This is an optimization exercise on Yosys and OpenROAD, whose aim is small area, a short achievable clock period and few clock cycles, not a production implementation. The RTL was checked by simulation tests, not by an equivalence proof against the original design. Power and IR drop assume default switching activity.

`design/flow/design.v`:
```
`timescale 1ns / 1ps
module multiplier(
    input sys_clk,
    input rst_n,
    input enable,
    input is_unsign,
    input mul_low,
    input[31:0] a,
    input[31:0] b,
    output[31:0] result,
    output reg done
);
    reg [63:0] re_unsign;
    reg [63:0] re_sign;
    always @(posedge sys_clk) begin
        if (enable) begin
            re_sign   <= $signed(a) * $signed(b);
            re_unsign <= a * b;
        end
    end
    assign result = is_unsign ? (mul_low ? re_unsign[31:0] : re_unsign[63:32]) : (mul_low ? re_sign[31:0] : re_sign[63:32]);
    always @(posedge sys_clk) begin
        if (!rst_n) begin
            done <= 0;
        end else begin
            done <= enable && !done;
        end
    end
endmodule
`timescale 1ns/1ps
module mdivider (
    input sys_clk,
    input rst_n,
    input [31:0] divisor,
    input [31:0] dividend,
    input enable,
    input unsign,
    input mod,
    output [31:0] result,
    output done
);
    reg [5:0]  cnt;
    reg        busy;
    reg        fin;
    reg [31:0] quo;
    reg [31:0] rem;
    reg [31:0] dsr;
    reg        neg_q;
    reg        neg_r;
    reg        by_zero;
    reg [31:0] raw_dividend;
    wire        a_neg = !unsign && dividend[31];
    wire        b_neg = !unsign && divisor[31];
    wire [31:0] a_abs = a_neg ? -dividend : dividend;
    wire [31:0] b_abs = b_neg ? -divisor : divisor;
    wire [32:0] rem_sh = {rem, quo[31]};
    wire [32:0] diff   = rem_sh - {1'b0, dsr};
    always @(posedge sys_clk) begin
        if (!rst_n || !enable) begin
            cnt  <= 0;
            busy <= 0;
            fin  <= 0;
        end else if (!busy && !fin) begin
            busy    <= 1;
            cnt     <= 0;
            quo     <= a_abs;
            rem     <= 0;
            dsr     <= b_abs;
            neg_q   <= a_neg ^ b_neg;
            neg_r   <= a_neg;
            by_zero <= divisor == 0;
            raw_dividend <= dividend;
        end else if (busy) begin
            if (diff[32]) begin
                rem <= rem_sh[31:0];
                quo <= {quo[30:0], 1'b0};
            end else begin
                rem <= diff[31:0];
                quo <= {quo[30:0], 1'b1};
            end
            cnt <= cnt + 1;
            if (cnt == 6'd31) begin
                busy <= 0;
                fin  <= 1;
            end
        end
    end
    wire [31:0] q_out = by_zero ? 32'hFFFFFFFF : (neg_q ? -quo : quo);
    wire [31:0] r_out = by_zero ? raw_dividend : (neg_r ? -rem : rem);
    wire [63:0] dout  = {q_out, r_out};
    assign result = mod ? dout[31:0] : dout[63:32];
    assign done   = fin;
endmodule
`timescale 1ns / 1ps
module execute(
    input sys_clk,
    input rst_n,
    input [31:0] ins,    
    input [31:0] reg1,   
    input [31:0] reg2,   
    input [31:0] immd,
    input [31:0] next_pc,
    input        alu_src,  
    input       is_link,
    input       is_jump,
    input       is_branch,
    input       is_load_store,
    output reg [31:0] result,
    output reg  do_jump,
    output reg [31:0] j_addr,
    output      stall,             
    input       out_stall          
);
    wire [5:0]  opcode   = ins[31:26];        
    wire [4:0]  rt_id    = ins[20:16];
    wire R_op            = opcode == 6'b0;
    wire [4:0] ins_shamt = ins[10:6];      
    wire [5:0] func      = ins[5:0];            
    wire is_regimm_op    = opcode == 6'b000001;
    wire is_special3     = opcode == 6'b011111;
    wire is_set_op       = opcode[5:1] == 5'b00101 || (R_op && (func[5:1] == 5'b10101));
    wire is_shift        = opcode == 0 && func[5:3] == 3'b000;
    wire calc_addr       = is_load_store;
    wire is_def          = opcode[5:3] == 3'b001 || (R_op && (func[5:3] == 3'b100)) || calc_addr;
    wire is_aui          = opcode == 6'b001111;
    wire [2:0]  def_exe = calc_addr ? 3'b001 : (R_op ? func[2:0] : opcode[2:0]);
    wire [31:0] op2     = alu_src ? immd : reg2;
    wire [31:0] inv_op2 = ~op2 + 1;
    reg [31:0] result_mux;
    always @* begin
        casex (def_exe)
            3'b00x: result_mux = reg1 + op2;   
            3'b01x: result_mux = reg1 + inv_op2;  
            3'b100: result_mux = reg1 & op2;
            3'b101: result_mux = reg1 | op2;
            3'b110: result_mux = reg1 ^ op2;
            3'b111: result_mux = is_aui ? ({immd[15:0], 16'b0} + reg1) : ~ (reg1 | op2);
        endcase
    end
    wire is_special_Rop = R_op && (func == 6'b110101 || func == 6'b110111);
    reg [31:0] special_Rop;
    always @* begin
        if (func[1] ^ (reg2 == 0)) begin
            special_Rop = reg1;
        end else 
            special_Rop = 32'b0;
    end
    reg slt_result;
    always @* begin
        if (R_op) begin
            if (func[0] == 1)  
                slt_result = $unsigned(reg1) < $unsigned(reg2);  
            else
                slt_result = $signed(reg1) < $signed(reg2);      
        end else begin
            if (opcode[0] == 1)  
                slt_result = $unsigned(reg1) < $unsigned(immd);  
            else
                slt_result = $signed(reg1) < $signed(immd);      
        end
    end
    reg [31:0] shift_out;
    wire [4:0] real_shamt = func[5:2] == 4'b0000 ? ins_shamt : reg1[4:0];
    always @* begin
        case (func[1:0])
            2'b00: shift_out = reg2 << real_shamt;   
            2'b01: shift_out = func[5:2] == 4'b0001 ? (reg1 << (ins_shamt[1:0] + 1)) + reg2 : 32'b0;  
            2'b10: shift_out = $unsigned(reg2) >> real_shamt;   
            2'b11: shift_out = $signed(reg2) >>> real_shamt;  
        endcase
    end
    reg [31:0] special3_out;
    wire [4:0] ins_lsb = ins[10:6];
    wire [4:0] ins_msb = ins[15:11];
    integer i;
    always @* begin
        if (func == 6'b000100) begin
            for(i=0;i<32;i=i+1) begin
                if (i < ins_lsb) special3_out[i] = reg2[i];
                else if (i <= ins_msb && i >= ins_lsb) special3_out[i] = reg1[i-ins_lsb];
                else special3_out[i] = reg2[i];
            end
        end else if (func == 6'b000000) begin
            for(i=0;i<32;i=i+1) begin
                if (i <= ins_msb) special3_out[i] = reg1[i + ins_lsb];
                else special3_out[i] = 1'b0;
            end
        end else if (func == 6'b100000) begin
            case (ins_shamt)
                5'b10000 : special3_out = {{24{reg2[7]}}, reg2[7:0]};       
                5'b11000 : special3_out = {{16{reg2[15]}}, reg2[15:0]};     
                default  : special3_out = 32'b0;
            endcase
        end else 
            special3_out = 32'b0;
    end
    wire is_mul         = R_op && func[5:1] == 5'b01100;
    wire mul_unsign     = func[0];
    wire mul_low        = ins_shamt == 5'b00010;
    wire [31:0] mul_out;
    wire        mul_done;
    multiplier mult(
        .sys_clk(sys_clk),
        .rst_n(rst_n),
        .enable(is_mul && !mul_div_done),
        .is_unsign(mul_unsign),
        .mul_low(mul_low),
        .a(reg1),
        .b(reg2),
        .result(mul_out),
        .done(mul_done)
    );
    wire is_div_mod     = R_op && func[5:1] == 5'b01101;
    wire is_div_unsign  = func[0] == 1;
    wire is_mod         = ins_shamt == 5'b00011;
    wire [31:0] div_out;
    wire        div_done;
    mdivider divider(
        .sys_clk(sys_clk),
        .rst_n(rst_n),
        .divisor(reg2),
        .dividend(reg1),
        .enable(is_div_mod && !mul_div_done),
        .unsign(is_div_unsign),
        .mod(is_mod),
        .result(div_out),
        .done(div_done)
    );
    reg         mul_div_done;
    reg [31:0]  mul_div_result;
    always @(posedge sys_clk) begin
        if (!rst_n) begin
           mul_div_done <= 0;
           mul_div_result <= 0; 
        end else begin 
            if (is_mul || is_div_mod) begin
                if (!mul_div_done) begin
                    mul_div_done <= (is_mul && mul_done) || (is_div_mod && div_done);
                    mul_div_result <= is_mul ? mul_out : div_out;
                end else begin
                    if (out_stall) begin
                        mul_div_done <= mul_div_done;
                        mul_div_result <= mul_div_result;
                    end else begin
                        mul_div_done <= 0;
                        mul_div_result <= 0; 
                    end
                end
            end else begin
                mul_div_done <= 0;
                mul_div_result <= 0;
            end
        end
    end
    assign stall = (is_mul || is_div_mod) && !mul_div_done;
    always @* begin
        if (is_set_op)
            result = {31'b0, slt_result};
        else if (is_mul || is_div_mod)
            result = mul_div_result;
        else if (is_def)
            result = result_mux;
        else if (is_shift)
            result = shift_out;
        else if (is_link)
            result = next_pc + 4;
        else if (is_branch)
            result = 0;
        else if (is_special3)
            result = special3_out;
        else if (is_special_Rop)
            result = special_Rop;
        else
            result = 0;
    end
    reg do_branch;
    always @* begin
        if (is_regimm_op) begin
            case (rt_id)
                5'b00000: do_branch = $signed(reg1) < 0;         
                5'b00001: do_branch = $signed(reg1) >= 0;        
                5'b10001: do_branch = 1;                         
                default:  do_branch = 0;                         
            endcase
        end else begin
            case (opcode[1:0])
                2'b00: do_branch = reg1 == reg2;
                2'b01: do_branch = ~(reg1 == reg2);
                2'b10: do_branch = $signed(reg1) <= 0;           
                2'b11: do_branch = $signed(reg1) > 0;            
            endcase
        end
    end
    wire is_jr = R_op && func[5:1] == 5'b00100;
    wire [25:0] ins_j_addr = ins[25:0];
    wire [31:0] jump_addr_ext = {next_pc[31:28], ins_j_addr[25:0] , 2'b0};
    wire [31:0] branch_addr_ext = next_pc + {immd[29:0] , 2'b0};
    always @* begin
        if (is_jump) begin
            do_jump = 1;
            if (is_jr)
                j_addr = reg1;
            else
                j_addr = jump_addr_ext;
        end else if (is_branch && do_branch) begin
            do_jump = 1;
            j_addr = branch_addr_ext;
        end else begin
            do_jump = 0;
            j_addr = 0;
        end
    end
endmodule
`timescale 1ns / 1ps
module idecoder(
    input sys_clk,
    input rst_n,
    input [31:0] ins_i,
    input is_stalling,
    input reg_write_i,
    input [4:0] reg_write_id_i,
    input [31:0] reg_write_data_i,
    output [31:0] ext_immd,
    output is_link,
    output is_jump,         
    output is_branch,       
    output is_sync_ins,
    output [31:0] reg_read1,
    output [31:0] reg_read2,
    output mem_to_reg,   
    output mem_write,    
    output alu_src,      
    output reg_write,    
    output [4:0] reg_dst_id,
    output insert_bubble,
    input id_ex_mem_read,
    input [4:0] id_ex_reg_dst_id
);
    wire [5:0] opcode = ins_i[31:26];        
    wire [4:0] shift_amt = ins_i[10:6];      
    wire [5:0] func = ins_i[5:0];            
    wire R_op = opcode == 6'b0;
    wire J_op = opcode == 6'h2 || opcode == 6'h3;
    wire I_op = !(R_op || J_op);
    wire [4:0] _real_rt_id = ins_i[20:16];
    assign is_jump = opcode[5:1] == 5'b00001 || (R_op && func[5:1]==5'b00100);
    wire is_regimm_op = opcode == 6'b000001;
    wire special_link = is_regimm_op && (_real_rt_id[4:1] == 4'b1000);                       
    wire special_branch = is_regimm_op && (_real_rt_id == 5'b10001 || _real_rt_id == 5'b00001);    
    assign is_link = opcode == 6'h3 || (R_op && func==6'b001001) || special_link;        
    assign is_branch = opcode[5:2] == 4'b0001 || special_branch;
    wire [4:0] rs_id = ins_i[25:21];         
    wire [4:0] rt_id = (opcode == 6'h3 || special_link) ? 5'b11111 : _real_rt_id;  
    wire [4:0] rd_id = ins_i[15:11];         
    assign is_sync_ins = R_op && func == 6'b001111;
    wire is_special3_bshfl = opcode == 6'b011111 && func == 6'b100000;
    wire reg_dst = R_op || is_special3_bshfl;
    assign reg_dst_id = reg_dst ? rd_id : rt_id;
    assign alu_src = I_op & opcode[5:2] != 4'b0001;
    wire zero_ext = opcode[5:2]==4'b0011;
    assign ext_immd = zero_ext ? {16'b0, ins_i[15:0]} : {{16{ins_i[15]}}, ins_i[15:0]};
    assign mem_to_reg = opcode[5:3]==3'b100;  
    assign mem_write = opcode[5:2]==4'b1010 || opcode==6'b101110 || opcode[5:3]==3'b111;
    reg _reg_write_r;
    reg _reg_write_i;
    always @* begin
        casez(func)
            6'b000zzz : _reg_write_r = 1;    
            6'b0010zz : _reg_write_r = 1;    
            6'b0110zz : _reg_write_r = 1;    
            6'b10zzzz : _reg_write_r = 1;    
            6'b1101z1 : _reg_write_r = 1;    
            default   : _reg_write_r = 0;
        endcase
        casez(opcode)
            6'b000011 : _reg_write_i = 1;    
            6'b001zzz : _reg_write_i = 1;    
            6'b100zzz : _reg_write_i = 1;    
            6'b011111 : _reg_write_i = 1;    
            default   : _reg_write_i = 0;
        endcase
    end
    assign reg_write = (R_op && _reg_write_r) || _reg_write_i || special_link;
    reg [31:0] register [0:31];
    wire fwd_rs      = reg_write_i && reg_write_id_i != 5'b0 && reg_write_id_i == rs_id; 
    wire fwd_rt      = reg_write_i && reg_write_id_i != 5'b0 && reg_write_id_i == rt_id; 
    assign reg_read1 = fwd_rs ? reg_write_data_i : register[rs_id];
    assign reg_read2 = fwd_rt ? reg_write_data_i : register[rt_id];
    integer i;
    always @(posedge sys_clk) begin
        if (!rst_n) begin
            for (i = 0; i<32; i=i+1) begin
                register[i] <= 32'h0;
            end 
        end else begin
            register[0] <= 32'b0;
            for (i = 1; i<32; i=i+1) begin
                if (reg_write_i && i==reg_write_id_i && !is_stalling)
                    register[i] <= reg_write_data_i;
                else
                    register[i] <= register[i];
            end
        end
    end
    assign insert_bubble = id_ex_mem_read && id_ex_reg_dst_id != 5'b0 
            && (id_ex_reg_dst_id == rs_id || id_ex_reg_dst_id == rt_id)
            && !(mem_write && rt_id == id_ex_reg_dst_id);
endmodule
`timescale 1ns/1ps
module id_ex(
    input sys_clk,
    input rst_n,
    input id_ex_stall,
    input id_ex_bubble,
    input [31:0]    di_pc,
    input [31:0]    di_next_pc,
    input [31:0]    di_ins,
    input [31:0]    di_ext_immd,
    input           di_is_link,
    input           di_is_jump,
    input           di_is_branch,
    input           di_is_sync,
    input [31:0]    di_reg_read1,
    input [31:0]    di_reg_read2,
    input           di_mem_to_reg,
    input           di_mem_write,
    input           di_alu_src,
    input           di_reg_write,
    input [4:0]     di_reg_dst_id,
    output [31:0]   eo_ins,
    output [31:0]   eo_reg1,
    output [31:0]   eo_reg2,
    output [31:0]   eo_immd,
    output [31:0]   eo_next_pc,
    output          eo_alu_src,
    output          eo_is_link,
    output          eo_is_jump,
    output          eo_is_branch,
    output          eo_is_load_store,
    output          eo_mem_to_reg,
    output          eo_mem_write,
    output          eo_reg_write,
    output [4:0]    eo_reg_dst_id,
    output          eo_is_sync,
    input           fwd_ex_reg_write,
    input [4:0]     fwd_ex_reg_dst_id,
    input [31:0]    fwd_ex_result,
    input           fwd_mem_reg_write,
    input [4:0]     fwd_mem_reg_dst_id,
    input [31:0]    fwd_mem_result
);
    reg   [31:0]    reg_pc;
    reg   [31:0]    reg_next_pc;
    reg   [31:0]    reg_ins;
    reg   [31:0]    reg_ext_immd;
    reg             reg_is_sync;
    reg             reg_is_link;
    reg             reg_is_jump;
    reg             reg_is_branch;
    reg   [31:0]    reg_reg_read1;
    reg   [31:0]    reg_reg_read2;
    reg             reg_mem_to_reg;
    reg             reg_mem_write;
    reg             reg_alu_src;
    reg             reg_reg_write;
    reg   [4:0]     reg_reg_dst_id;
    always @(posedge sys_clk) begin
        if (!rst_n || (id_ex_bubble && !id_ex_stall)) begin
            reg_pc <= 0;
            reg_next_pc <= 0;
            reg_ins <= 0;
            reg_ext_immd <= 0;
            reg_is_sync <= 0;
            reg_is_link <= 0;
            reg_is_jump <= 0;
            reg_is_branch <= 0;
            reg_reg_read1 <= 0;
            reg_reg_read2 <= 0;
            reg_mem_to_reg <= 0;
            reg_mem_write <= 0;
            reg_alu_src <= 0;
            reg_reg_write <= 0;
            reg_reg_dst_id <= 0;
        end else begin
            if (id_ex_stall) begin 
                reg_pc          <= reg_pc        ;
                reg_next_pc     <= reg_next_pc   ;
                reg_ins         <= reg_ins       ;
                reg_ext_immd    <= reg_ext_immd  ;
                reg_is_sync     <= reg_is_sync   ;
                reg_is_link     <= reg_is_link   ;
                reg_is_jump     <= reg_is_jump   ;
                reg_is_branch   <= reg_is_branch ;
                reg_reg_read1   <= reg_reg_read1 ;
                reg_reg_read2   <= reg_reg_read2 ;
                reg_mem_to_reg  <= reg_mem_to_reg;
                reg_mem_write   <= reg_mem_write ;
                reg_alu_src     <= reg_alu_src   ;
                reg_reg_write   <= reg_reg_write ;
                reg_reg_dst_id  <= reg_reg_dst_id;
            end else begin
                reg_pc          <= di_pc;
                reg_next_pc     <= di_next_pc;
                reg_ins         <= di_ins;
                reg_ext_immd    <= di_ext_immd;
                reg_is_sync     <= di_is_sync;
                reg_is_link     <= di_is_link;
                reg_is_jump     <= di_is_jump   ;
                reg_is_branch   <= di_is_branch ;
                reg_reg_read1   <= di_reg_read1;
                reg_reg_read2   <= di_reg_read2;
                reg_mem_to_reg  <= di_mem_to_reg;
                reg_mem_write   <= di_mem_write;
                reg_alu_src     <= di_alu_src;
                reg_reg_write   <= di_reg_write;
                reg_reg_dst_id  <= di_reg_dst_id;
            end
        end
    end
    assign eo_ins    = reg_ins;
    assign eo_reg1   = forward_a_ex ? fwd_ex_result : { forward_a_mem ? fwd_mem_result : reg_reg_read1};
    assign eo_reg2   = forward_b_ex ? fwd_ex_result : { forward_b_mem ? fwd_mem_result : reg_reg_read2};
    assign eo_immd   = reg_ext_immd;
    assign eo_next_pc     = reg_next_pc;
    assign eo_is_link = reg_is_link;
    assign eo_is_jump = reg_is_jump;
    assign eo_is_branch = reg_is_branch;
    assign eo_is_load_store = reg_mem_to_reg || reg_mem_write;  
    assign eo_mem_to_reg    = reg_mem_to_reg;
    assign eo_mem_write     = reg_mem_write ;
    assign eo_alu_src       = reg_alu_src   ;
    assign eo_reg_write     = reg_reg_write ;
    assign eo_reg_dst_id    = reg_reg_dst_id;
    assign eo_is_sync       = reg_is_sync   ;
    wire [4:0] rs_id = reg_ins[25:21];
    wire forward_a_ex = fwd_ex_reg_write 
                            && fwd_ex_reg_dst_id != 5'b0 
                            && rs_id == fwd_ex_reg_dst_id;
    wire forward_a_mem = fwd_mem_reg_write
                            && fwd_mem_reg_dst_id != 5'b0
                            && rs_id == fwd_mem_reg_dst_id;
    wire [4:0] rt_id = reg_ins[20:16];
    wire forward_b_ex = fwd_ex_reg_write 
                            && fwd_ex_reg_dst_id != 5'b0 
                            && rt_id == fwd_ex_reg_dst_id;
    wire forward_b_mem = fwd_mem_reg_write
                            && fwd_mem_reg_dst_id != 5'b0
                            && rt_id == fwd_mem_reg_dst_id;
endmodule
`timescale 1ns/1ps
module ex_mem(
    input sys_clk, 
    input rst_n,
    input ex_mem_stall,
    input [31:0]    ei_result,
    input [31:0]    ei_ins,
    input           ei_is_sync      ,
    input [31:0]    ei_reg_read2    ,
    input           ei_mem_to_reg   ,    
    input           ei_mem_write    ,    
    input           ei_reg_write    ,
    input [4:0]     ei_reg_dst_id   ,
    output          mo_mem_read      ,   
    output          mo_mem_write     ,
    output [31:0]   mo_ex_result     ,   
    output [31:0]   mo_mem_write_data,
    output [1:0]    mo_mem_write_type,
    output          mo_is_sync_ins   ,
    output [4:0]    mo_sync_type     ,
    output [5:0]    mo_opcode       ,
    output          mo_reg_write    ,
    output [4:0]    mo_reg_dst_id   ,
    output          fwd_ex_reg_write,
    output [4:0]    fwd_ex_reg_dst_id,
    output [31:0]   fwd_ex_result,
    input           fwd_mem_reg_write,
    input [4:0]     fwd_mem_reg_dst_id,
    input [31:0]    fwd_mem_result
);
    wire [5:0]  ins_opcode      = ei_ins[31:26];
    wire [4:0]  ins_sync_type   = ei_ins[10:6];
    wire [4:0]  ins_rt_id       = ei_ins[20:16];
    reg [5:0]   reg_opcode      ;
    reg [4:0]   reg_rt_id       ;
    reg [31:0]  reg_result      ;
    reg [31:0]  reg_reg_read2   ;
    reg         reg_mem_to_reg  ;
    reg         reg_mem_write   ;
    reg         reg_reg_write   ;
    reg [4:0]   reg_reg_dst_id  ;
    reg         reg_is_sync     ;
    reg [4:0]   reg_sync_type   ;
    always @(posedge sys_clk) begin
        if (!rst_n) begin
            reg_opcode     <= 0;
            reg_rt_id       <= 0;
            reg_result     <= 0;
            reg_reg_read2  <= 0;
            reg_mem_to_reg <= 0;
            reg_mem_write  <= 0;
            reg_reg_write  <= 0;
            reg_reg_dst_id <= 0;
            reg_is_sync    <= 0;
            reg_sync_type  <= 0;
        end else begin
            if (ex_mem_stall) begin
                reg_opcode     <= reg_opcode     ;
                reg_rt_id      <= reg_rt_id      ;
                reg_result     <= reg_result     ;
                reg_reg_read2  <= reg_reg_read2  ;
                reg_mem_to_reg <= reg_mem_to_reg ;
                reg_mem_write  <= reg_mem_write  ;
                reg_reg_write  <= reg_reg_write  ;
                reg_reg_dst_id <= reg_reg_dst_id ;
                reg_is_sync    <= reg_is_sync   ;
                reg_sync_type  <= reg_sync_type;
            end else begin
                reg_opcode     <= ins_opcode    ;
                reg_rt_id      <= ins_rt_id     ;
                reg_result     <= ei_result     ;
                reg_reg_read2  <= ei_reg_read2  ;
                reg_mem_to_reg <= ei_mem_to_reg ;
                reg_mem_write  <= ei_mem_write  ;
                reg_reg_write  <= ei_reg_write  ;
                reg_reg_dst_id <= ei_reg_dst_id ;
                reg_is_sync    <= ei_is_sync    ;
                reg_sync_type  <= ins_sync_type ;
            end
        end
    end
    assign mo_mem_read      = reg_mem_to_reg;
    assign mo_mem_write     = reg_mem_write;
    assign mo_ex_result     = reg_result;
    assign mo_mem_write_data = foward_mem ? fwd_mem_result : reg_reg_read2;
    assign mo_mem_write_type = reg_opcode[1:0];
    assign mo_is_sync_ins   = reg_is_sync;
    assign mo_sync_type     = reg_sync_type;
    assign mo_opcode        = reg_opcode;
    assign mo_reg_write     = reg_reg_write;
    assign mo_reg_dst_id    = reg_reg_dst_id;
    assign fwd_ex_reg_write = reg_reg_write;
    assign fwd_ex_reg_dst_id = reg_reg_dst_id;
    assign fwd_ex_result    = reg_result;
    assign foward_mem = fwd_mem_reg_write
                        && fwd_mem_reg_dst_id != 5'b0
                        && reg_rt_id == fwd_mem_reg_dst_id
                        && reg_mem_write;
endmodule
`timescale 1ns/1ps
module mem_wb(
    input sys_clk,
    input rst_n,
    input mem_wb_stall,
    input [5:0]     mi_opcode,
    input           mi_mem_to_reg,
    input [31:0]    mi_ex_result,
    input           mi_reg_write,
    input [4:0]     mi_reg_dst_id,
    input [31:0]    mi_mem_read_data,
    output          wbo_reg_write,
    output [4:0]    wbo_reg_dst_id,
    output [31:0]   wbo_reg_wdata,
    output          fwd_mem_reg_write,
    output [4:0]    fwd_mem_reg_dst_id,
    output [31:0]   fwd_mem_result
);
    reg [5:0]       reg_opcode;
    reg             reg_mem_to_reg;
    reg [31:0]      reg_ex_result;
    reg             reg_reg_write;
    reg [4:0]       reg_reg_dst_id;
    reg [31:0]      reg_mem_read_data;
    always @(posedge sys_clk) begin
        if (!rst_n) begin
            reg_opcode          <= 0;
            reg_mem_to_reg      <= 0;
            reg_ex_result       <= 0;
            reg_reg_write       <= 0;
            reg_reg_dst_id      <= 0;
            reg_mem_read_data   <= 0;
        end else begin
            if (mem_wb_stall) begin
                reg_opcode          <= reg_opcode       ;
                reg_mem_to_reg      <= reg_mem_to_reg   ;
                reg_ex_result       <= reg_ex_result    ;
                reg_reg_write       <= reg_reg_write    ;
                reg_reg_dst_id      <= reg_reg_dst_id   ;
                reg_mem_read_data   <= reg_mem_read_data;
            end else begin
                reg_opcode          <= mi_opcode       ;
                reg_mem_to_reg      <= mi_mem_to_reg   ;
                reg_ex_result       <= mi_ex_result    ;
                reg_reg_write       <= mi_reg_write    ;
                reg_reg_dst_id      <= mi_reg_dst_id   ;
                reg_mem_read_data   <= mi_mem_read_data;
            end
        end
    end
    assign wbo_reg_write    = reg_reg_write;
    assign wbo_reg_dst_id   = reg_reg_dst_id;
    assign wbo_reg_wdata    = reg_mem_to_reg ? wb_ext_data : reg_ex_result;
    assign fwd_mem_reg_write    = reg_reg_write;
    assign fwd_mem_reg_dst_id   = reg_reg_dst_id;
    assign fwd_mem_result       = wbo_reg_wdata;
    reg [31:0] wb_ext_data;    
    wire [7:0] wb_byte_extra = reg_mem_read_data[reg_ex_result[1:0] * 8+:8];
    wire [15:0] wb_hw_extra = reg_mem_read_data[reg_ex_result[1] * 16+:16];
    always @* begin
        case(reg_opcode[2:0])
            3'b000: wb_ext_data = {{24{wb_byte_extra[7]}}, wb_byte_extra[7:0]};      
            3'b001: wb_ext_data = {{16{wb_hw_extra[15]}}, wb_hw_extra[15:0]};        
            3'b011: wb_ext_data = reg_mem_read_data;                                        
            3'b100: wb_ext_data = {24'b0, wb_byte_extra[7:0]};                       
            3'b101: wb_ext_data = {16'b0, wb_hw_extra[15:0]};                        
            default:wb_ext_data = reg_mem_read_data;
        endcase
    end
endmodule
`timescale 1ns / 1ps
module ifetch(
    input sys_clk,
    input rst_n,
    input do_jump,
    input [31:0] jump_addr,
    input stall,
    output global_stall,
    input fetch_bubble,
    output [31:0] ins_out,
    output [31:0] pc_out,
    output [31:0] next_pc_out,
    output [31:0] imem_addr,
    input  [31:0] imem_rdata
);
    reg [31:0] pc;
    assign imem_addr    = pc;
    assign ins_out      = imem_rdata;
    assign pc_out       = pc;
    assign next_pc_out  = pc + 4;
    assign global_stall = stall;
    always @(posedge sys_clk) begin
        if (!rst_n) begin
            pc <= 32'hFFFFE000;
        end else begin
            if (pc == 32'h00008000) begin
                pc <= 32'HFFFFE000;
            end else begin
                if (global_stall || fetch_bubble) 
                    pc <= pc;
                else if (do_jump) 
                    pc <= jump_addr;
                else
                    pc <= next_pc_out;
            end
        end
    end
endmodule
`timescale 1ns / 1ps
module cpu_core(
    input           clk,
    input           rst_n,
    output [31:0]   imem_addr,
    input  [31:0]   imem_rdata,
    output [31:0]   dmem_addr,
    output          dmem_we,
    output [3:0]    dmem_wstrb,
    output [31:0]   dmem_wdata,
    input  [31:0]   dmem_rdata
);
    wire sys_clk = clk;
    wire e_stall;
    wire global_stall;
    wire [31:0] f_ins;
    wire [31:0] f_pc;
    wire [31:0] f_next_pc;
    wire [31:0] d_ext_immd; 
    wire d_is_link;
    wire d_is_jump;      
    wire d_is_branch;
    wire d_is_sync;
    wire [31:0] d_reg_read1;
    wire [31:0] d_reg_read2;
    wire d_mem_to_reg;
    wire d_mem_write;
    wire d_alu_src;
    wire d_reg_write;
    wire [4:0] d_reg_dst_id;
    wire [31:0]   e_result;
    wire          e_do_jump;
    wire [31:0]   e_j_addr;
    wire          wb_reg_write;
    wire [4:0]    wb_reg_dst_id;
    wire [31:0]   wb_reg_wdata;
    wire          id_ex_mem_read;
    wire [4:0]    id_ex_reg_dst_id;
    wire          insert_bubble;
    ifetch fetch(
        .sys_clk(sys_clk),
        .rst_n(rst_n),
        .fetch_bubble(insert_bubble),
        .do_jump(e_do_jump),
        .jump_addr(e_j_addr),
        .stall(e_stall),
        .global_stall(global_stall),
        .ins_out(f_ins),
        .pc_out(f_pc),
        .next_pc_out(f_next_pc),
        .imem_addr(imem_addr),
        .imem_rdata(imem_rdata)
    );
    idecoder decoder(
        .sys_clk(sys_clk),
        .rst_n(rst_n),
        .ins_i(f_ins),
        .is_stalling(global_stall),
        .reg_write_i(wb_reg_write),
        .reg_write_id_i(wb_reg_dst_id),
        .reg_write_data_i(wb_reg_wdata),
        .ext_immd(d_ext_immd),
        .is_link(d_is_link),
        .is_jump(d_is_jump),
        .is_branch(d_is_branch),
        .is_sync_ins(d_is_sync),
        .reg_read1(d_reg_read1),
        .reg_read2(d_reg_read2),
        .mem_to_reg(d_mem_to_reg),
        .mem_write(d_mem_write),
        .alu_src(d_alu_src),
        .reg_write(d_reg_write),
        .reg_dst_id(d_reg_dst_id),
        .insert_bubble(insert_bubble),
        .id_ex_mem_read(id_ex_mem_read),
        .id_ex_reg_dst_id(id_ex_reg_dst_id)
    );
    wire [31:0]   ex_ins;
    wire [31:0]   ex_reg1;
    wire [31:0]   ex_reg2;
    wire [31:0]   ex_immd;
    wire [31:0]   ex_next_pc;
    wire          ex_alu_src;
    wire          ex_is_link;
    wire          ex_is_jump;
    wire          ex_is_branch;
    wire          ex_is_load_store;
    wire          eo_mem_to_reg;
    wire          eo_mem_write;
    wire          eo_reg_write;
    wire [4:0]    eo_reg_dst_id;
    wire          eo_is_sync;
    wire          fwd_ex_reg_write;
    wire [4:0]    fwd_ex_reg_dst_id;
    wire [31:0]   fwd_ex_result;
    wire          fwd_mem_reg_write;
    wire [4:0]    fwd_mem_reg_dst_id;
    wire [31:0]   fwd_mem_result;
    assign        id_ex_mem_read    = eo_mem_to_reg;
    assign        id_ex_reg_dst_id  = eo_reg_dst_id;
    id_ex id_exi(
        .sys_clk(sys_clk),
        .rst_n(rst_n),
        .id_ex_stall(global_stall),
        .id_ex_bubble(insert_bubble),
        .di_pc(f_pc),
        .di_next_pc(f_next_pc),
        .di_ins(f_ins),
        .di_ext_immd(d_ext_immd),
        .di_is_link(d_is_link),
        .di_is_jump(d_is_jump),
        .di_is_branch(d_is_branch),
        .di_is_sync(d_is_sync),
        .di_reg_read1(d_reg_read1),
        .di_reg_read2(d_reg_read2),
        .di_mem_to_reg(d_mem_to_reg),
        .di_mem_write(d_mem_write),
        .di_alu_src(d_alu_src),
        .di_reg_write(d_reg_write),
        .di_reg_dst_id(d_reg_dst_id),
        .eo_ins(ex_ins),
        .eo_reg1(ex_reg1),
        .eo_reg2(ex_reg2),
        .eo_immd(ex_immd),
        .eo_next_pc(ex_next_pc),
        .eo_alu_src(ex_alu_src),
        .eo_is_link(ex_is_link),
        .eo_is_jump(ex_is_jump),
        .eo_is_branch(ex_is_branch),
        .eo_is_load_store(ex_is_load_store),
        .eo_mem_to_reg(eo_mem_to_reg),
        .eo_mem_write(eo_mem_write),
        .eo_reg_write(eo_reg_write),
        .eo_reg_dst_id(eo_reg_dst_id),
        .eo_is_sync(eo_is_sync),
        .fwd_ex_reg_write(fwd_ex_reg_write),
        .fwd_ex_reg_dst_id(fwd_ex_reg_dst_id),
        .fwd_ex_result(fwd_ex_result),
        .fwd_mem_reg_write(fwd_mem_reg_write),
        .fwd_mem_reg_dst_id(fwd_mem_reg_dst_id),
        .fwd_mem_result(fwd_mem_result)        
    );
    execute ex(
        .sys_clk(sys_clk),
        .rst_n(rst_n),
        .ins(ex_ins),
        .reg1(ex_reg1),
        .reg2(ex_reg2),
        .immd(ex_immd),
        .next_pc(ex_next_pc),
        .alu_src(ex_alu_src),
        .is_link(ex_is_link),
        .is_jump(ex_is_jump),
        .is_branch(ex_is_branch),
        .is_load_store(ex_is_load_store),
        .result(e_result),
        .do_jump(e_do_jump),
        .j_addr(e_j_addr),
        .stall(e_stall),
        .out_stall(global_stall)
    );
    wire          mo_mem_read      ;
    wire          mo_mem_write     ;
    wire [31:0]   mo_ex_result     ;
    wire [31:0]   mo_mem_write_data;
    wire [1:0]    mo_mem_write_type;
    wire          mo_is_sync_ins   ;
    wire [4:0]    mo_sync_type     ;
    wire [5:0]    mo_opcode       ;
    wire          mo_reg_write    ;
    wire [4:0]    mo_reg_dst_id   ;
    ex_mem ex_memi(
        .sys_clk(sys_clk),
        .rst_n(rst_n),
        .ex_mem_stall(global_stall),
        .ei_result(e_result),
        .ei_ins(ex_ins),
        .ei_is_sync(eo_is_sync),
        .ei_reg_read2(ex_reg2),
        .ei_mem_to_reg(eo_mem_to_reg),
        .ei_mem_write(eo_mem_write),
        .ei_reg_write(eo_reg_write),
        .ei_reg_dst_id(eo_reg_dst_id),
        .mo_mem_read(mo_mem_read),
        .mo_mem_write(mo_mem_write),
        .mo_ex_result(mo_ex_result),
        .mo_mem_write_data(mo_mem_write_data),
        .mo_mem_write_type(mo_mem_write_type),
        .mo_is_sync_ins(mo_is_sync_ins),
        .mo_sync_type(mo_sync_type),
        .mo_opcode(mo_opcode),
        .mo_reg_write(mo_reg_write),
        .mo_reg_dst_id(mo_reg_dst_id),
        .fwd_ex_reg_write(fwd_ex_reg_write),
        .fwd_ex_reg_dst_id(fwd_ex_reg_dst_id),
        .fwd_ex_result(fwd_ex_result),
        .fwd_mem_reg_write(fwd_mem_reg_write),
        .fwd_mem_reg_dst_id(fwd_mem_reg_dst_id),
        .fwd_mem_result(fwd_mem_result)    
    );
    wire [31:0] mem_data_out = dmem_rdata;
    mem_wb mem_wbi(
        .sys_clk(sys_clk),
        .rst_n(rst_n),
        .mem_wb_stall(global_stall),
        .mi_opcode(mo_opcode),
        .mi_mem_to_reg(mo_mem_read),
        .mi_ex_result(mo_ex_result),
        .mi_reg_write(mo_reg_write),
        .mi_reg_dst_id(mo_reg_dst_id),
        .mi_mem_read_data(mem_data_out),
        .wbo_reg_write(wb_reg_write),
        .wbo_reg_dst_id(wb_reg_dst_id),
        .wbo_reg_wdata(wb_reg_wdata),
        .fwd_mem_reg_write(fwd_mem_reg_write),
        .fwd_mem_reg_dst_id(fwd_mem_reg_dst_id),
        .fwd_mem_result(fwd_mem_result)    
    );
    reg [3:0]   w_type;
    reg [31:0]  w_word;
    always @* begin
        casex ({mo_mem_write_type, mo_ex_result[1:0]})
            4'b0000 : w_type = 4'b0001;
            4'b0001 : w_type = 4'b0010;
            4'b0010 : w_type = 4'b0100;
            4'b0011 : w_type = 4'b1000;
            4'b010x : w_type = 4'b0011;
            4'b011x : w_type = 4'b1100;
            4'b10xx : w_type = 4'b0000;
            4'b11xx : w_type = 4'b1111;
            default : w_type = 4'b0000;
        endcase
        casex ({mo_mem_write_type, mo_ex_result[1:0]})
            4'b0000 : w_word = {24'b0, mo_mem_write_data[7:0]};
            4'b0001 : w_word = {16'b0, mo_mem_write_data[7:0], 8'b0};
            4'b0010 : w_word = {8'b0, mo_mem_write_data[7:0], 16'b0};
            4'b0011 : w_word = {mo_mem_write_data[7:0], 24'b0};
            4'b010x : w_word = {16'b0, mo_mem_write_data[15:0]};
            4'b011x : w_word = {mo_mem_write_data[15:0], 16'b0};
            4'b10xx : w_word = 32'b0;
            4'b11xx : w_word = mo_mem_write_data;
            default : w_word = 32'b0;
        endcase
    end
    assign dmem_addr  = mo_ex_result;
    assign dmem_we    = mo_mem_write;
    assign dmem_wstrb = w_type;
    assign dmem_wdata = w_word;
endmodule
```
`design/flow/run.sh`:
```
#!/bin/bash
# synth_recipe.tcl (not shown) runs the flow's synth.tcl, then flattens the netlist and writes it again
# the make line also repeats each setting of config.mk as NAME=value (left out here)
make -C /OpenROAD-flow-scripts/flow DESIGN_CONFIG=/design/flow/config.mk WORK_HOME=/design/flow/orfs CLKGATE_MAP_FILE= SYNTH_SCRIPT=/design/flow/synth_recipe.tcl finish
```
`design/flow/config.mk`:
```
export PLATFORM = sky130hd
export DESIGN_NAME = cpu_core
export DESIGN_NICKNAME = cpu_core
export VERILOG_FILES = /design/flow/design.v
export SDC_FILE = /design/flow/constraint.sdc
export NUM_CORES = 8
export LEC_CHECK = 0
export CAP_MARGIN = 20
export CORE_MARGIN = 2
export CORE_UTILIZATION = 30
export PLACE_DENSITY = 0.5
export SLEW_MARGIN = 20
```
`design/flow/constraint.sdc`:
```
create_clock -name core_clock -period 13.0 [get_ports {clk}]
set_input_delay 2.6000 -clock core_clock [delete_from_list [all_inputs] [get_ports {clk}]]
set_output_delay 2.6000 -clock core_clock [all_outputs]
set_load 0.01 [all_outputs]
```
==> flow_summary_export.csv <==
group,metric,value,unit
floorplan,std_cell_rows,264,
critical_path,cp-start-kind,"flip-flop",
critical_path,crit_path_top_delay_cell,"a211oi_2",
power_and_ir_drop,power.leakage,69.87,nW
sta,hold_viol_final,0,
grt,gr-usage-met2,0.4934,
logic_synthesis,ys_ff_latch,1618,
grt,antenna_found_initial,123,
grt,use_met1,0.4216,
critical_path,critPathKind,"reg2reg",
floorplan,io_pins,167,
finish,nNetsFinal,20785,
floorplan,dieWidth,724.5,µm
logic_synthesis,yosysUniqueCellTypes,117,
floorplan,core_region_area,516900,µm²
grt,grt_overflow_total,0,
cts,cts_max_path_buffers,4,
cts,post-cts-setup-buffers,0,
drt,via_per_inst,6.176,
grt,grt_util_met3,0.1362,
sta,fmax,0.08282,GHz
logic_synthesis,synth_nets,21164,
finish,reg_top3,"decoder.register (992), ex.mult.re_unsign (64), ex.mult.re_sign (62)",
place,gp_congestion,1.054,
grt,first_global_vias,150836,
finish,largest_reg_flops,992,
logic_synthesis,synth_top_area_frac,0.1900,
cts,htreeDepth,4,
drt,drcViolationCount,0,
sta,setup_viol,0,
power_and_ir_drop,power.density,75.19,nW/µm²
floorplan,die_height,724.5,µm
finish,regMostFlops,"decoder.register",
cts,cts.hold.buffers_added,0,
cts,cts_resized,0,
cts,clock-root-buffer,"clkbuf_16",
logic_synthesis,synthFlopType,"dfxtp_1",
finish,area_growth,11.96,%
logic_synthesis,synth_area_leaders,"fa_1, dfxtp_1, nand2_1",
run_status,run_status,"finished clean",
critical_path,crit_path_end_kind,"flip-flop",
run,cap_violations,0,
finish,final_common_cell,"nand2_1",
critical_path,max_stage_delay,0.88,ns
drt,drt-pass1-iter-count,10,
sta,finalCriticalPeriod,12.07,ns
cts,cts_num_sinks,1618,
cts,cts_tree,"built",
drt,routed_wl,946800,µm
sta,max-slew-margin-rel,0.06100,
sta,tns,0,ns
power_and_ir_drop,vdd_drop_max,0.1267,mV
grt,busiest_layer,"met2",
sta,drv_slew,0,
drt,postRouteAntennaNets,0,
logic_synthesis,ys_async_sr_fraction,0,
finish,drive_above_1_share,0.08222,
critical_path,critical_path.max_fanout,37,
sta,rsz0062_at_grt,"no",
grt,grt_use_total,0.3474,
sta,setup_ws,0.9254,ns
grt,grt_max_degree,155,
logic_synthesis,synth_edf_count,257,
logic_synthesis,seq_area_frac_synth,0.2245,
cts,worst_skew_pair.late_latency,1.10,ns
finish,final_cell_mix,"nand2_1, inv_1, fa_1, nor2_1, dfxtp_1",
drt,avgRoutedWirePerCell,36.87,µm
logic_synthesis,ys_warn_count,11,
finish,final_cells,25681,
drt,vias,158596,
critical_path,critPathRequiredTime,13.70,ns
critical_path,cp.arrival,12.78,ns
place,place_inst,25239,
floorplan,initial_utilization,0.3013,
place,dp_hpwl,659300,µm
grt,grt_pass1_wl,1278000,µm
place,dp_slack,1.346,ns
logic_synthesis,netlist_area,155700,µm²
drt,drtIter0Drc,24728,
cts,path_clk_slew,0.06,ns
sta,finClkSkew,0.1380,ns
critical_path,crit_top_cell,"fa_1",
logic_synthesis,synth_largest_area_cell,"fa_1",
sta,worst_slew_pin_slew,1.409,ns
cts,cts_buffers,196,
worst_hold_path,hp-class,"reg2reg",
sta,min_period_over_period,0.9288,
logic_synthesis,synthCells,18902,
place,io_buffers,166,
floorplan,die-area,524900,µm²
logic_synthesis,synth.avg_cell_area,8.240,µm²
==> final cells by class <==
type                            instances  area, µm²
Clock buffer                          267       5553
Tap cell                             6916       8653
Inverter                             1894       7109
Multi-Input combinational cell      13991     110100
Clock inverter                         89       1100
Sequential cell                      1618      34980
Antenna cell                           84      210.2
Timing Repair Buffer                  822       6668
Fill cell                           54326     342600
==> layer usage <==
layer | part of all wire | up-vias
met5 | 0.00042 | -
met4 | 0.094 | 62
met3 | 0.14 | 3699
met2 | 0.40 | 12057
met1 | 0.37 | 78984
li1 | - | 63794
==> synthesized netlist by cell type (all sizes together) (332+ instances only) <==
master / instances
dfxtp: 1361
nand2: 3499
a21oi: 674
ha: 718
o21ai: 600
xnor2: 332
inv: 1874
nor2: 1462
fa: 1478
a21boi: 1077
a22oi: 371
clkbuf: 1148
==> cells by family (layout without fill, tap and decap cells) <==
group                      after synthesis  count (layout)  share of synthesized area
DFF                                   1618            1618                     0.2245
and+or+nand+nor                       6175            6175                     0.1657
buffers and inverters                 3293            3072                    0.08033
adders and majority gates             2196            2196                     0.2477
other                                    0              84                          0
AOI/OAI and AO/OA                     4699            4699                     0.2178
muxes                                  439             439                    0.03694
xor gates and xnor gates               482             482                    0.02710
==> power by group <==
part           internal [W]  switching [W]  total, W  leakage, nW
clock               0.00333        0.00268   0.00601         3.25
combinational      0.000508        0.00140   0.00191         53.2
sequential          0.00511      0.0000868   0.00520         13.4
total               0.00895        0.00416    0.0131         69.9
==> per-stage QoR <==
step / hold WS [ns] / cell area [µm²] / power (W) / util
final: 0.4136 / 174400 / 0.01311 / 0.3373
after global routing: 0.4217 / 174200 / 0.01328 / 0.3369
after CTS: 0.4159 / 174100 / 0.01298 / 0.3367
after detailed placement: 0.4076 / 167400 / 0.007089 / 0.3238
after global placement: 0.4055 / 167300 / 0.007099 / 0.3237
after floorplan: 0.3968 / 155700 / 0.006209 / -
==> critical path: cells and delay by family (launching register included) <==
family,cells,cell delay [ns]
and+or+nand+nor,3,0.72
DFF,1,0.85
muxes,2,0.68
buffers and inverters,6,1.90
AOI/OAI and AO/OA,11,3.03
adders and majority gates,9,4.43
==> path summary, 6_finish.rpt <==
path / startpoint / to / slack [ns] / cells after the start
max: mem_wbi.reg_ex_result[1]$_SDFFE_PN0N_ / ex.mult.re_sign[57]$_DFFE_PP_ / 0.93 / 31
min: ex.mult.done$_SDFF_PN0_ / ex.mult.done$_SDFF_PN0_ / 0.41 / 1
max reg2reg: mem_wbi.reg_ex_result[1]$_SDFFE_PN0N_ / ex.mult.re_sign[57]$_DFFE_PP_ / 0.93 / 31
min reg2reg: ex.mult.done$_SDFF_PN0_ / ex.mult.done$_SDFF_PN0_ / 0.41 / 1
Testbench counts, summed over its fixed seeds: cycles 108,697.

separate check: timing with driven ports:
The results above use ideal ports. As a check the final layout listed here was re-extracted and re-timed, cells and wires unchanged.
Step 1, drivers: a clkbuf_16 drives clk and a buf_2 each remaining input, both assumed.
Step 2 also shifts input and output timing later by t, the mid clock arrival at the registers, as if the neighbouring blocks saw the same clock.
Slacks: ideal / step 1 / step 2; pairs: ideal / step 1.
t, ns: 1.154
setup WS [ns]: 0.925 / 0.925 / 0.925
clock arrival spread, ns: 0.178 / 0.179
worst slew at a driven data input, ns: 0.07
cell pins on the clock port's net: 1
After both steps this run still meets setup and hold. The setup slack of this run moves by 0.000 ns with the drivers and by 0.000 ns with both steps.
